From an optimization exercise on the open Yosys and OpenROAD flow, aimed at small area; shortcuts taken in it are not production practice. Function was checked by simulation only, so behaviour that the tests miss may differ from the original. Power is estimated from default activity; no workload was simulated.

Design iq_to_fifo_shifted, start of the top module:
module iq_to_fifo_shifted #
(
    parameter iq_width = 56
)
(
    input wire axis_aclk,
    input wire aresetn,
    input [7:0] distance,
    input s00_axis_i48_tvalid,
    input [iq_width-1 : 0] s00_axis_i48_tdata,
    input s01_axis_q48_tvalid,
    input [iq_width-1 : 0] s01_axis_q48_tdata,
    input s02_axis_i48_sub_tvalid,
    input [iq_width-1 : 0] s02_axis_i48_sub_tdata,
    input s03_axis_q48_sub_tvalid,
    input [iq_width-1 : 0] s03_axis_q48_sub_tdata,
    input s04_axis_i96_tvalid,
    input [31 : 0] s04_axis_i96_tdata,
    input s05_axis_q96_tvalid,
    input [31 : 0] s05_axis_q96_tdata,
    input wire m00_axis_tready,
    output wire [31 : 0] m00_axis_tdata,
    output wire m00_axis_tlast,
    output reg m00_axis_tvalid
);
export LEC_CHECK = 0
export CAP_MARGIN = 0
export CORE_MARGIN = 2
export CORE_UTILIZATION = 60
export SLEW_MARGIN = 0
create_clock -name core_clock -period 5.0 [get_ports {axis_aclk}]
standard.sh (not shown) runs the stock make flow with config.mk's settings and CLKGATE_MAP_FILE= SYNTH_SCRIPT=/design/flow/synth_recipe.tcl, a recipe that flattens the netlist after the stock synthesis.
==> flow/flow/run.sh <==
#!/bin/bash
# Standard layout (the standard.sh, all steps), with three changes:
#  - synthesis maps the logic with an area-oriented ABC script (abc_area_nf.script);
#    everything else in synthesis is the standard flow's own script;
#  - the port buffers are made from the smallest buffer cell;
#  - clock tree: larger sink clusters driven by clkbuf_16, no dummy loads.
set -euo pipefail
cat standard.sh > standard_sh_copy.log
export AREA_ABC_SCRIPT="$PWD/flow/abc_area_nf.script"
export BUFFER_PORTS_ARGS="-buffer_cell sky130_fd_sc_hd__buf_1"
export CTS_ARGS="-sink_clustering_enable -repair_clock_nets -dont_use_dummy_load -sink_clustering_size 30 -sink_clustering_max_diameter 60 -buf_list sky130_fd_sc_hd__clkbuf_16"
sed "s#SYNTH_SCRIPT=[^ ]*#SYNTH_SCRIPT=$PWD/flow/synth_area.tcl#" standard.sh > standard_area.sh
grep -q "SYNTH_SCRIPT=$PWD/flow/synth_area.tcl" standard_area.sh
bash standard_area.sh > standard.log 2>&1
==> flow/flow/abc_area_nf.script <==
strash
dch -f
amap -F 1000 -A 1000
topo
==> flow/flow/synth_area.tcl <==
proc synth {args} { yosys synth -nofsm -noshare {*}$args }
# Map the logic with an area-oriented ABC script instead of ORFS's speed script.
proc abc {args} {
  set i [lsearch -exact $args -script]
  if { $i >= 0 && [string match {*/abc_*.script} [lindex $args [expr {$i + 1}]]] } {
    lset args [expr {$i + 1}] $::env(AREA_ABC_SCRIPT)
  }
  yosys abc {*}$args
}
source $::env(SCRIPTS_DIR)/synth.tcl
# left out here: clear keep_hierarchy, flatten, clean up, hide names made inside functions, write 1_2_yosys.v
The first run finished with negative setup slack left.
Next try:
==> flow/flow/abc_area_nf.script (replaced) <==
&get -n
&st
&dch -f
&nf -R 1000
&put
The changed run ran to the end with no violations. Register-to-register slack gains 60 ps. Non-clock buffer count falls by 27. Core utilization drops by 1.4 points. Clock skew hardly moves. Clock power barely changes. Via count decreases by 0.40%. Synthesized cell count rises by 9.5%. First-iteration DRC count fell by 28%. Wire length fell by 2.4%. Maximum frequency came out higher by 6.4%. Synthesized area rose by 0.36%.

* * *

Starting RTL as in the previous note.
==> flow/design.v (excerpt) <==
module iq_to_fifo_shifted #
(
    parameter iq_width = 56
)
(
    input wire axis_aclk,
    input wire aresetn,
    input [7:0] distance,
    input s00_axis_i48_tvalid,
    input [iq_width-1 : 0] s00_axis_i48_tdata,
    input s01_axis_q48_tvalid,
    input [iq_width-1 : 0] s01_axis_q48_tdata,
    input s02_axis_i48_sub_tvalid,
    input [iq_width-1 : 0] s02_axis_i48_sub_tdata,
    input s03_axis_q48_sub_tvalid,
    input [iq_width-1 : 0] s03_axis_q48_sub_tdata,
    input s04_axis_i96_tvalid,
    input [31 : 0] s04_axis_i96_tdata,
    input s05_axis_q96_tvalid,
    input [31 : 0] s05_axis_q96_tdata,
    input wire m00_axis_tready,
    output wire [31 : 0] m00_axis_tdata,
    output wire m00_axis_tlast,
    output reg m00_axis_tvalid
);
export LEC_CHECK = 0
export CAP_MARGIN = 0
export CORE_MARGIN = 2
export CORE_UTILIZATION = 60
export CTS_BUF_LIST = sky130_fd_sc_hd__clkbuf_8
export CTS_CLUSTER_DIAMETER = 60
export CTS_CLUSTER_SIZE = 20
export GPL_TIMING_DRIVEN = 0
export SLEW_MARGIN = 0
create_clock -name core_clock -period 5.0 [get_ports {axis_aclk}]
==> flow/flow/run.sh <==
#!/bin/bash
# Standard layout, with the port buffers made from the smallest buffer cell.
cat standard.sh > standard_sh_copy.log
export BUFFER_PORTS_ARGS="-buffer_cell sky130_fd_sc_hd__buf_1"
bash standard.sh > standard.log 2>&1
The starting point reached the layout checks and failed them: negative setup slack.
Edit:
==> flow/run.sh (new file) <==
#!/bin/bash
# synth_recipe.tcl (not shown) runs the flow's synth.tcl, then flattens the netlist and writes it again
# the make line also repeats each setting of config.mk as NAME=value (left out here)
make -C /OpenROAD-flow-scripts/flow DESIGN_CONFIG=/design/flow/config.mk WORK_HOME=/design/flow/orfs CLKGATE_MAP_FILE= SYNTH_SCRIPT=/design/flow/synth_recipe.tcl finish
==> flow/config.mk (replaced) <==
export PLATFORM = sky130hd
export DESIGN_NAME = iq_to_fifo_shifted
export DESIGN_NICKNAME = iq_to_fifo_shifted
export VERILOG_FILES = /design/flow/design.v
export SDC_FILE = /design/flow/constraint.sdc
export NUM_CORES = 4
export LEC_CHECK = 0
export CAP_MARGIN = 20
export CORE_MARGIN = 2
export CORE_UTILIZATION = 40
export SLEW_MARGIN = 20
removed: flow/flow/run.sh
removed: flow/standard.sh
What happened: The new run completed and failed the layout checks on negative setup slack; global-route usage fell by 7.9 points; die area rose by 49%; combinational power rose by 49%.
Edit:
==> flow/flow/run.sh (new file) <==
#!/bin/bash
# Standard layout, with the port buffers made from the smallest buffer cell.
cat standard.sh > standard_sh_copy.log
export BUFFER_PORTS_ARGS="-buffer_cell sky130_fd_sc_hd__buf_1"
bash standard.sh > standard.log 2>&1
==> flow/standard.sh (new file) <==
#!/bin/bash
# synth_recipe.tcl (not shown) runs the flow's synth.tcl, then flattens the netlist and writes it again
# the make line also repeats each setting of config.mk as NAME=value (left out here)
make -C /OpenROAD-flow-scripts/flow DESIGN_CONFIG=/design/flow/config.mk WORK_HOME=/design/flow/orfs CLKGATE_MAP_FILE= SYNTH_SCRIPT=/design/flow/synth_recipe.tcl "${@:-finish}"
--- a/flow/config.mk
+++ b/flow/config.mk
@@ -6,6 +6,9 @@
 export NUM_CORES = 4
 export LEC_CHECK = 0
-export CAP_MARGIN = 20
+export CAP_MARGIN = 0
 export CORE_MARGIN = 2
-export CORE_UTILIZATION = 40
-export SLEW_MARGIN = 20
+export CORE_UTILIZATION = 60
+export CTS_BUF_LIST = sky130_fd_sc_hd__clkbuf_16
+export CTS_CLUSTER_DIAMETER = 60
+export CTS_CLUSTER_SIZE = 30
+export SLEW_MARGIN = 0
removed: flow/run.sh
Result: With this change the flow finished clean; worst hold slack gains 35 ps; routed wire length drops by 18%; first-iteration DRC count rose by 15%; global-route usage is higher by 6.5 points; clock skew rose by 4.8 ps; count of clock-buffer cells in the layout decreases by 22; critical path depth shrinks by 2; utilization goes up by 13 points; total power fell by about 12%; final cell count drops by 16%; setup slack improves by 110 ps.

* * *

Starting RTL as in the previous note.
==> flow/design.v (excerpt) <==
module iq_to_fifo_shifted #
(
    parameter iq_width = 56
)
(
    input wire axis_aclk,
    input wire aresetn,
    input [7:0] distance,
    input s00_axis_i48_tvalid,
    input [iq_width-1 : 0] s00_axis_i48_tdata,
    input s01_axis_q48_tvalid,
    input [iq_width-1 : 0] s01_axis_q48_tdata,
    input s02_axis_i48_sub_tvalid,
    input [iq_width-1 : 0] s02_axis_i48_sub_tdata,
    input s03_axis_q48_sub_tvalid,
    input [iq_width-1 : 0] s03_axis_q48_sub_tdata,
    input s04_axis_i96_tvalid,
    input [31 : 0] s04_axis_i96_tdata,
    input s05_axis_q96_tvalid,
    input [31 : 0] s05_axis_q96_tdata,
    input wire m00_axis_tready,
    output wire [31 : 0] m00_axis_tdata,
    output wire m00_axis_tlast,
    output reg m00_axis_tvalid
);
Settings: LEC_CHECK=0, CAP_MARGIN=0, CORE_MARGIN=2, CORE_UTILIZATION=60, GPL_TIMING_DRIVEN=0, SLEW_MARGIN=0; clock period 5.0 ns.
==> flow/flow/run.sh <==
#!/bin/bash
# Standard layout (the standard.sh, all steps), with three changes:
#  - synthesis maps the logic with an area-oriented ABC script (abc_area_nf.script);
#    everything else in synthesis is the standard flow's own script;
#  - the port buffers are made from the smallest buffer cell;
#  - clock tree: larger sink clusters driven by clkbuf_16, no dummy loads.
set -euo pipefail
cat standard.sh > standard_sh_copy.log
export AREA_ABC_SCRIPT="$PWD/flow/abc_area_nf.script"
export BUFFER_PORTS_ARGS="-buffer_cell sky130_fd_sc_hd__buf_1"
export CTS_ARGS="-sink_clustering_enable -repair_clock_nets -dont_use_dummy_load -sink_clustering_size 40 -sink_clustering_max_diameter 60 -buf_list sky130_fd_sc_hd__clkbuf_16"
sed "s#SYNTH_SCRIPT=[^ ]*#SYNTH_SCRIPT=$PWD/flow/synth_area.tcl#" standard.sh > standard_area.sh
grep -q "SYNTH_SCRIPT=$PWD/flow/synth_area.tcl" standard_area.sh
bash standard_area.sh > standard.log 2>&1
==> flow/flow/abc_area_nf.script <==
&get -n
&st
&dch -f
&nf -R 1000
&put
Scripts as last shown in full above: flow/flow/synth_area.tcl
Next try:
==> flow/flow/run.sh (replaced) <==
#!/bin/bash
# Standard layout, with the port buffers made from the smallest buffer cell.
cat standard.sh > standard_sh_copy.log
export BUFFER_PORTS_ARGS="-buffer_cell sky130_fd_sc_hd__buf_1"
bash standard.sh > standard.log 2>&1
Settings changed: CORE_UTILIZATION 60 to 40, CTS_BUF_LIST from default to sky130_fd_sc_hd__clkbuf_4 sky130_fd_sc_hd__clkbuf_8, GPL_TIMING_DRIVEN 0 to default.
removed: flow/flow/abc_area_nf.script
removed: flow/flow/synth_area.tcl
=>
- The changed run passed the timing, design-rule and antenna checks
- clock power rose by 47%
- design area rose by about 12%
- clock-buffer cell count rises by 56
- wire length went up by 45%
- global-route usage shrinks by 3.3 points
- non-clock buffer count is higher by 49
- via count rose by about 14%
- cell count is higher by 23%
Next try:
==> flow/flow/run.sh (replaced) <==
#!/bin/bash
# Standard layout (the standard.sh, all steps), with three changes:
#  - synthesis maps the logic with an area-oriented ABC script (abc_area_nf.script);
#    everything else in synthesis is the standard flow's own script;
#  - the port buffers are made from the smallest buffer cell;
#  - clock tree: larger sink clusters driven by clkbuf_16, no dummy loads.
set -euo pipefail
cat standard.sh > standard_sh_copy.log
export AREA_ABC_SCRIPT="$PWD/flow/abc_area_nf.script"
export BUFFER_PORTS_ARGS="-buffer_cell sky130_fd_sc_hd__buf_1"
export CTS_ARGS="-sink_clustering_enable -repair_clock_nets -dont_use_dummy_load -sink_clustering_size 30 -sink_clustering_max_diameter 60 -buf_list sky130_fd_sc_hd__clkbuf_16"
sed "s#SYNTH_SCRIPT=[^ ]*#SYNTH_SCRIPT=$PWD/flow/synth_area.tcl#" standard.sh > standard_area.sh
grep -q "SYNTH_SCRIPT=$PWD/flow/synth_area.tcl" standard_area.sh
bash standard_area.sh > standard.log 2>&1
==> flow/flow/abc_area_nf.script (new file) <==
&get -n
&st
&dch -f
&nf -R 1000
&put
strash
dch -f
amap -F 1000 -A 1000
==> flow/flow/synth_area.tcl (new file) <==
proc synth {args} { yosys synth -nofsm -noshare {*}$args }
# Map the logic with an area-oriented ABC script instead of ORFS's speed script.
proc abc {args} {
  set i [lsearch -exact $args -script]
  if { $i >= 0 && [string match {*/abc_*.script} [lindex $args [expr {$i + 1}]]] } {
    lset args [expr {$i + 1}] $::env(AREA_ABC_SCRIPT)
  }
  yosys abc {*}$args
}
source $::env(SCRIPTS_DIR)/synth.tcl
# left out here: clear keep_hierarchy, flatten, clean up, hide names made inside functions, write 1_2_yosys.v
Settings changed: CORE_UTILIZATION 40 to 60, CTS_BUF_LIST sky130_fd_sc_hd__clkbuf_4 sky130_fd_sc_hd__clkbuf_8 to default.
=>
- The new run completed without violations
- setup slack gets better by 40 ps
- sequential cell count does not change
- design area went down by about 13%
- wire length fell by 31%
- power fell by about 17%
- final cell count went down by about 25%
- die area goes down by 40%
Next try:
==> flow/flow/run.sh (replaced) <==
#!/bin/bash
# Standard layout, with the port buffers made from the smallest buffer cell.
cat standard.sh > standard_sh_copy.log
export BUFFER_PORTS_ARGS="-buffer_cell sky130_fd_sc_hd__buf_1"
bash standard.sh > standard.log 2>&1
Settings changed: CAP_MARGIN 0 to 20, CORE_UTILIZATION 60 to 40, SLEW_MARGIN 0 to 20.
removed: flow/flow/abc_area_nf.script
removed: flow/flow/synth_area.tcl
After rerunning: Routed wire length goes up by 45%; sequential cell count is unchanged; first-iteration DRC count falls by 2.6%; final area grows by 15%; count of clock-buffer cells in the layout is higher by 23; worst setup slack gets better by 34 ps; non-clock buffer count goes up by 44; critical path depth is unchanged; sequential power stays flat.
Next try:
==> flow/flow/run.sh (replaced) <==
#!/bin/bash
# Standard layout (the standard.sh, all steps), with three changes:
#  - synthesis maps the logic with an area-oriented ABC script (abc_area_nf.script);
#    everything else in synthesis is the standard flow's own script;
#  - the port buffers are made from the smallest buffer cell;
#  - clock tree: larger sink clusters driven by clkbuf_16, no dummy loads.
set -euo pipefail
cat standard.sh > standard_sh_copy.log
export AREA_ABC_SCRIPT="$PWD/flow/abc_area_nf.script"
export BUFFER_PORTS_ARGS="-buffer_cell sky130_fd_sc_hd__buf_1"
export CTS_ARGS="-sink_clustering_enable -repair_clock_nets -dont_use_dummy_load -sink_clustering_size 30 -sink_clustering_max_diameter 60 -buf_list {sky130_fd_sc_hd__clkbuf_8 sky130_fd_sc_hd__clkbuf_16}"
sed "s#SYNTH_SCRIPT=[^ ]*#SYNTH_SCRIPT=$PWD/flow/synth_area.tcl#" standard.sh > standard_area.sh
grep -q "SYNTH_SCRIPT=$PWD/flow/synth_area.tcl" standard_area.sh
bash standard_area.sh > standard.log 2>&1
==> flow/flow/abc_area_nf.script (new file) <==
&get -n
&st
&dch -f
&nf -R 1000
&put
==> flow/flow/synth_area.tcl (new file) <==
proc synth {args} { yosys synth -nofsm -noshare {*}$args }
# Map the logic with an area-oriented ABC script instead of ORFS's speed script.
proc abc {args} {
  set i [lsearch -exact $args -script]
  if { $i >= 0 && [string match {*/abc_*.script} [lindex $args [expr {$i + 1}]]] } {
    lset args [expr {$i + 1}] $::env(AREA_ABC_SCRIPT)
  }
  yosys abc {*}$args
}
source $::env(SCRIPTS_DIR)/synth.tcl
# left out here: clear keep_hierarchy, flatten, clean up, hide names made inside functions, write 1_2_yosys.v
Settings changed: CAP_MARGIN 20 to 0, CORE_UTILIZATION 40 to 60, SLEW_MARGIN 20 to 0.
The new run finished with timing, DRC and antenna clean.
Final cell count decreases by 17%.
Via count falls by 14%.
Clock power fell by 42%.
Synthesized area fell by 9.7%.
First-iteration DRC count grows by 6.7%.
Wire length came out lower by 31%.
Setup slack gains 5.8 ps.
Core utilization grows by 23 points.
Power drops by 19%.
Clock skew went up by 23 ps.

* * *

## job 1052
The RTL this note starts from:
==> flow/design.v <==
module iq_to_fifo_shifted #
(
    parameter iq_width = 56
)
(
    input wire axis_aclk,
    input wire aresetn,
    input [7:0] distance,
    input s00_axis_i48_tvalid,
    input [iq_width-1 : 0] s00_axis_i48_tdata,
    input s01_axis_q48_tvalid,
    input [iq_width-1 : 0] s01_axis_q48_tdata,
    input s02_axis_i48_sub_tvalid,
    input [iq_width-1 : 0] s02_axis_i48_sub_tdata,
    input s03_axis_q48_sub_tvalid,
    input [iq_width-1 : 0] s03_axis_q48_sub_tdata,
    input s04_axis_i96_tvalid,
    input [31 : 0] s04_axis_i96_tdata,
    input s05_axis_q96_tvalid,
    input [31 : 0] s05_axis_q96_tdata,
    input wire m00_axis_tready,
    output wire [31 : 0] m00_axis_tdata,
    output wire m00_axis_tlast,
    output reg m00_axis_tvalid
);
localparam SW = 44;    
reg [SW-1:0] rx0i, rx0q, rx1i, rx1q;
reg [31:0] rts0i, rts0q, rts1i, rts1q;
reg busy;           
reg have48, have48s, have96;
reg step_96k;
wire collect = ~busy;
wire hiw = distance >= 8'd44;
wire ld0 = collect & s00_axis_i48_tvalid;
wire ld2 = collect & s02_axis_i48_sub_tvalid;
wire ld4 = collect & s04_axis_i96_tvalid & ~step_96k;
wire ld6 = collect & s04_axis_i96_tvalid & step_96k;
wire la0 = ld0 & ~hiw, lb0 = ld0 & hiw;
wire la2 = ld2 & ~hiw, lb2 = ld2 & hiw;
always @(posedge axis_aclk) begin
    rx0i <= ({SW{la0}} & s00_axis_i48_tdata[SW-1:0]) | ({SW{lb0}} & s00_axis_i48_tdata[SW+11:12]) | ({SW{~ld0}} & rx0i);
    rx0q <= ({SW{la0}} & s01_axis_q48_tdata[SW-1:0]) | ({SW{lb0}} & s01_axis_q48_tdata[SW+11:12]) | ({SW{~ld0}} & rx0q);
    rx1i <= ({SW{la2}} & s02_axis_i48_sub_tdata[SW-1:0]) | ({SW{lb2}} & s02_axis_i48_sub_tdata[SW+11:12]) | ({SW{~ld2}} & rx1i);
    rx1q <= ({SW{la2}} & s03_axis_q48_sub_tdata[SW-1:0]) | ({SW{lb2}} & s03_axis_q48_sub_tdata[SW+11:12]) | ({SW{~ld2}} & rx1q);
end
always @(posedge axis_aclk) begin
    if (ld4) begin
        rts0i <= s04_axis_i96_tdata;
        rts0q <= s05_axis_q96_tdata;
    end
    if (ld6) begin
        rts1i <= s04_axis_i96_tdata;
        rts1q <= s05_axis_q96_tdata;
    end
end
always @(posedge axis_aclk) begin
    if (aresetn == 0) begin
        busy <= 0;
        m00_axis_tvalid <= 0;
        have48 <= 0;
        have48s <= 0;
        have96 <= 0;
        step_96k <= 0;
    end else if (collect) begin
        if (s00_axis_i48_tvalid) have48 <= 1;
        if (s02_axis_i48_sub_tvalid) have48s <= 1;
        if (s04_axis_i96_tvalid) begin
            step_96k <= ~step_96k;
            if (step_96k) have96 <= 1;
        end
        if (have48 && have48s && have96) busy <= 1;
    end else if (m00_axis_tready) begin
        if (!m00_axis_tvalid)
            m00_axis_tvalid <= 1;
        else if (m00_axis_tlast) begin
            m00_axis_tvalid <= 0;
            busy <= 0;
            have48 <= 0;
            have48s <= 0;
            have96 <= 0;
        end
    end
end
reg [3:0] wsel;
reg hi;
always @(posedge axis_aclk) begin
    if (!m00_axis_tvalid) begin
        wsel <= 4'b0001;
        hi <= 1'b0;
    end else if (m00_axis_tready) begin
        wsel <= {wsel[2:0], wsel[3]};
        if (wsel[3]) hi <= ~hi;
    end
end
assign m00_axis_tlast = hi & wsel[3];
wire [SW-1:0] sel56 = ({SW{wsel[0]}} & rx0i) | ({SW{wsel[1]}} & rx0q) |
                            ({SW{wsel[2]}} & rx1i) | ({SW{wsel[3]}} & rx1q);
wire [7:0] dd = hiw ? distance - 8'd12 : distance;
reg c0, c1, c2, d0;
reg [3:0] e, f;
always @(posedge axis_aclk) begin
    c0 <= ~dd[7] & ~dd[6] & ~dd[5];
    c1 <= ~dd[7] & ~dd[6] &  dd[5];
    c2 <= ~dd[7] &  dd[6] & ~dd[5];
    e[0] <= dd[4:3] == 2'd0;
    e[1] <= dd[4:3] == 2'd1;
    e[2] <= dd[4:3] == 2'd2;
    e[3] <= dd[4:3] == 2'd3;
    f[0] <= dd[2:1] == 2'd0;
    f[1] <= dd[2:1] == 2'd1;
    f[2] <= dd[2:1] == 2'd2;
    f[3] <= dd[2:1] == 2'd3;
    d0 <= dd[0];
end
wire [127:0] p = {52'b0, sel56, 32'b0};
wire [62:0] s5 = ({63{c0}} & p[62:0]) | ({63{c1}} & p[94:32]) | ({63{c2}} & p[126:64]);
wire [38:0] s3 = ({39{e[0]}} & s5[38:0]) | ({39{e[1]}} & s5[46:8]) |
                 ({39{e[2]}} & s5[54:16]) | ({39{e[3]}} & s5[62:24]);
wire [32:0] s1 = ({33{f[0]}} & s3[32:0]) | ({33{f[1]}} & s3[34:2]) |
                 ({33{f[2]}} & s3[36:4]) | ({33{f[3]}} & s3[38:6]);
wire g0 = ~hi & ~d0;
wire g1 = ~hi &  d0;
wire [3:0] h = {4{hi}} & wsel;
assign m00_axis_tdata = ({32{g0}} & s1[31:0]) | ({32{g1}} & s1[32:1]) |
                        ({32{h[0]}} & rts0i) | ({32{h[1]}} & rts0q) |
                        ({32{h[2]}} & rts1i) | ({32{h[3]}} & rts1q);
endmodule
Settings: LEC_CHECK=0, CAP_MARGIN=0, CORE_MARGIN=2, CORE_UTILIZATION=40, SETUP_SLACK_MARGIN=0.1, SLEW_MARGIN=0; clock period 5.0 ns.
==> flow/flow/run.sh <==
#!/bin/bash
# Standard layout (the standard.sh, all steps), with three changes:
#  - synthesis maps the logic with an area-oriented ABC script (abc_area_nf.script);
#    everything else in synthesis is the standard flow's own script;
#  - the port buffers are made from the smallest buffer cell;
#  - clock tree: larger sink clusters driven by clkbuf_16, no dummy loads.
set -euo pipefail
cat standard.sh > standard_sh_copy.log
export AREA_ABC_SCRIPT="$PWD/flow/abc_area_nf.script"
export BUFFER_PORTS_ARGS="-buffer_cell sky130_fd_sc_hd__buf_1"
export CTS_ARGS="-sink_clustering_enable -repair_clock_nets -dont_use_dummy_load -sink_clustering_size 36 -sink_clustering_max_diameter 70 -buf_list sky130_fd_sc_hd__clkbuf_16"
sed "s#SYNTH_SCRIPT=[^ ]*#SYNTH_SCRIPT=$PWD/flow/synth_area.tcl#" standard.sh > standard_area.sh
grep -q "SYNTH_SCRIPT=$PWD/flow/synth_area.tcl" standard_area.sh
bash standard_area.sh > standard.log 2>&1
==> flow/flow/abc_area_nf.script <==
&get -n
&st
&dch -f
&nf -R 1000
&put
strash
dch -f
amap -F 1000 -A 1000
==> flow/flow/synth_area.tcl <==
proc synth {args} { yosys synth -nofsm -noshare {*}$args }
# Map the logic with an area-oriented ABC script instead of ORFS's speed script.
proc abc {args} {
  set i [lsearch -exact $args -script]
  if { $i >= 0 && [string match {*/abc_*.script} [lindex $args [expr {$i + 1}]]] } {
    lset args [expr {$i + 1}] $::env(AREA_ABC_SCRIPT)
  }
  yosys abc {*}$args
}
source $::env(SCRIPTS_DIR)/synth.tcl
# left out here: clear keep_hierarchy, flatten, clean up, hide names made inside functions, write 1_2_yosys.v
Job 1052 finished all stages; the layout is clean.
What job 4439 does differently from job 1052 at the input level:
--- a/flow/flow/run.sh
+++ b/flow/flow/run.sh
@@ -9,5 +9,5 @@
 export AREA_ABC_SCRIPT="$PWD/flow/abc_area_nf.script"
 export BUFFER_PORTS_ARGS="-buffer_cell sky130_fd_sc_hd__buf_1"
-export CTS_ARGS="-sink_clustering_enable -repair_clock_nets -dont_use_dummy_load -sink_clustering_size 36 -sink_clustering_max_diameter 70 -buf_list sky130_fd_sc_hd__clkbuf_16"
+export CTS_ARGS="-sink_clustering_enable -repair_clock_nets -dont_use_dummy_load -sink_clustering_size 30 -sink_clustering_max_diameter 60 -buf_list sky130_fd_sc_hd__clkbuf_16"
 sed "s#SYNTH_SCRIPT=[^ ]*#SYNTH_SCRIPT=$PWD/flow/synth_area.tcl#" standard.sh > standard_area.sh
 grep -q "SYNTH_SCRIPT=$PWD/flow/synth_area.tcl" standard_area.sh
Notes after the runs:
- Time the final worst path needs with I/O delays and setup: job 4439 > job 1052
- Looking at start point of the critical path, the wsel[1] result is from job 4439; the wsel[0] one comes from job 1052.
- Job 4439 completed; timing, DRC and antenna clean
- Compared job 1052 against job 4439; wire length within noise.
- The run with more setup slack is job 1052; job 4439 has less.
- Re number of cells on the critical path: job 1052 and job 4439 aren't equal, and the lower value belongs to job 4439.
- From job 1052 to job 4439 the numbers moved as follows: headroom to the max-slew limit went up by 4.3 points, sum of internal, switching and leakage power up about 3.4%, cell area power density went up 2.7%.
## Diff of input files: job 5034 against job 4439
Settings: swapping 0.1 for 0.15 in SETUP_SLACK_MARGIN; swapping 40 for 50 in CORE_UTILIZATION.
==> comparison <==
[compare] base=job 4439 new=job 5034: layout overhead on the synthesized area went down by 0.93 points; final layout net count was more or less identical; design area went down by about 0.8%; final worst-path cycle share went up by 0.72 points.
[diff] pre-CTS worst setup slack, job 5034 relative to job 4439: improvement
Worst setup slack (job 5034 over job 4439): decrease, 0.036 ns
| relative contribution of combinational cells to total power | job 4439 vs job 5034 | ≈ equal |
The following lists how job 7158 was set up differently from job 5034:
Settings: swapping 0.15 for 0.1 in SETUP_SLACK_MARGIN; swapping 50 for 40 in CORE_UTILIZATION.
--- a/flow/flow/run.sh
+++ b/flow/flow/run.sh
@@ -9,5 +9,5 @@
 export AREA_ABC_SCRIPT="$PWD/flow/abc_area_nf.script"
 export BUFFER_PORTS_ARGS="-buffer_cell sky130_fd_sc_hd__buf_1"
-export CTS_ARGS="-sink_clustering_enable -repair_clock_nets -dont_use_dummy_load -sink_clustering_size 30 -sink_clustering_max_diameter 60 -buf_list sky130_fd_sc_hd__clkbuf_16"
+export CTS_ARGS="-sink_clustering_enable -repair_clock_nets -dont_use_dummy_load -sink_clustering_size 40 -sink_clustering_max_diameter 80 -buf_list sky130_fd_sc_hd__clkbuf_16"
 sed "s#SYNTH_SCRIPT=[^ ]*#SYNTH_SCRIPT=$PWD/flow/synth_area.tcl#" standard.sh > standard_area.sh
 grep -q "SYNTH_SCRIPT=$PWD/flow/synth_area.tcl" standard_area.sh
==> run summary <==
Job 7158 was carried through to the last stage, and its layout satisfied the timing, design-rule and antenna checks. Job 7158 — count of clock-net buffers in the final layout 11 lower, job 5034 as reference. Job 7158 has wire length of the first global-routing pass above what job 5034 had. Job 5034 vs job 7158, destination of the critical timing path: m00_axis_tdata[15] vs m00_axis_tdata[17]. In the reports for job 5034 and job 7158, the smaller routed wire length belongs to job 5034. Sort job 5034 and job 7158 by average vias per placed instance, ascending, and job 7158 comes first. Job 7158 vs. job 5034: die boundary width went up by 20 µm. Job 7158 has critical path depth above what job 5034 had.

## afterwards: timing with drivers on the ports
No port has a modelled driver above. Below, the same layouts with a new extraction and two added sets of constraints. Step 1 assumes that a clkbuf_16 drives the clock port and a buf_2 every other input. Step 2 also shifts input and output timing later by t, the mid clock arrival at the registers, as if the neighbouring blocks saw the same clock. Slacks: no drivers / after step 1 / after step 2; pairs: no drivers / after step 1.
run | shift t [ns] | slack for setup (ns) | worst setup path at the end | worst register clock-pin slew, ns | worst slew at a driven data input, ns
the first run of note 1 | 0.554 | -0.134 / -0.184 / 0.054 | input to output | 0.09 / 0.09 | 0.07
the second run of note 1 | 0.566 | 0.177 / 0.120 / 0.120 | input to output | 0.10 / 0.10 | 0.07
the first run of note 2 | 0.653 | -0.080 / -0.122 / -0.122 | input to output | 0.12 / 0.12 | 0.06
the second run of note 2 | 0.609 | -0.004 / -0.047 / -0.047 | input to output | 0.07 / 0.07 | 0.08
the third run of note 2 | 0.605 | 0.101 / 0.051 / 0.051 | input to output | 0.10 / 0.10 | 0.06
the first run of note 3 | 0.585 | 0.126 / 0.074 / 0.184 | input to output | 0.08 / 0.08 | 0.07
the second run of note 3 | 0.688 | 0.097 / 0.049 / 0.122 | input to output | 0.07 / 0.07 | 0.06
the third run of note 3 | 0.575 | 0.137 / 0.087 / 0.247 | input to output | 0.11 / 0.11 | 0.09
the fourth run of note 3 | 0.603 | 0.171 / 0.119 / 0.125 | input to output | 0.06 / 0.06 | 0.06
the fifth run of note 3 | 0.566 | 0.177 / 0.120 / 0.120 | input to output | 0.10 / 0.10 | 0.07
job 1052 | 0.578 | 0.241 / 0.190 / 0.768 | register to output | 0.10 / 0.10 | 0.07
job 4439 | 0.584 | 0.166 / 0.116 / 0.699 | register to output | 0.08 / 0.08 | 0.07
job 5034 | 0.595 | 0.130 / 0.079 / 0.674 | register to output | 0.07 / 0.07 | 0.07
job 7158 | 0.556 | 0.232 / 0.180 / 0.737 | register to output | 0.12 / 0.12 | 0.07
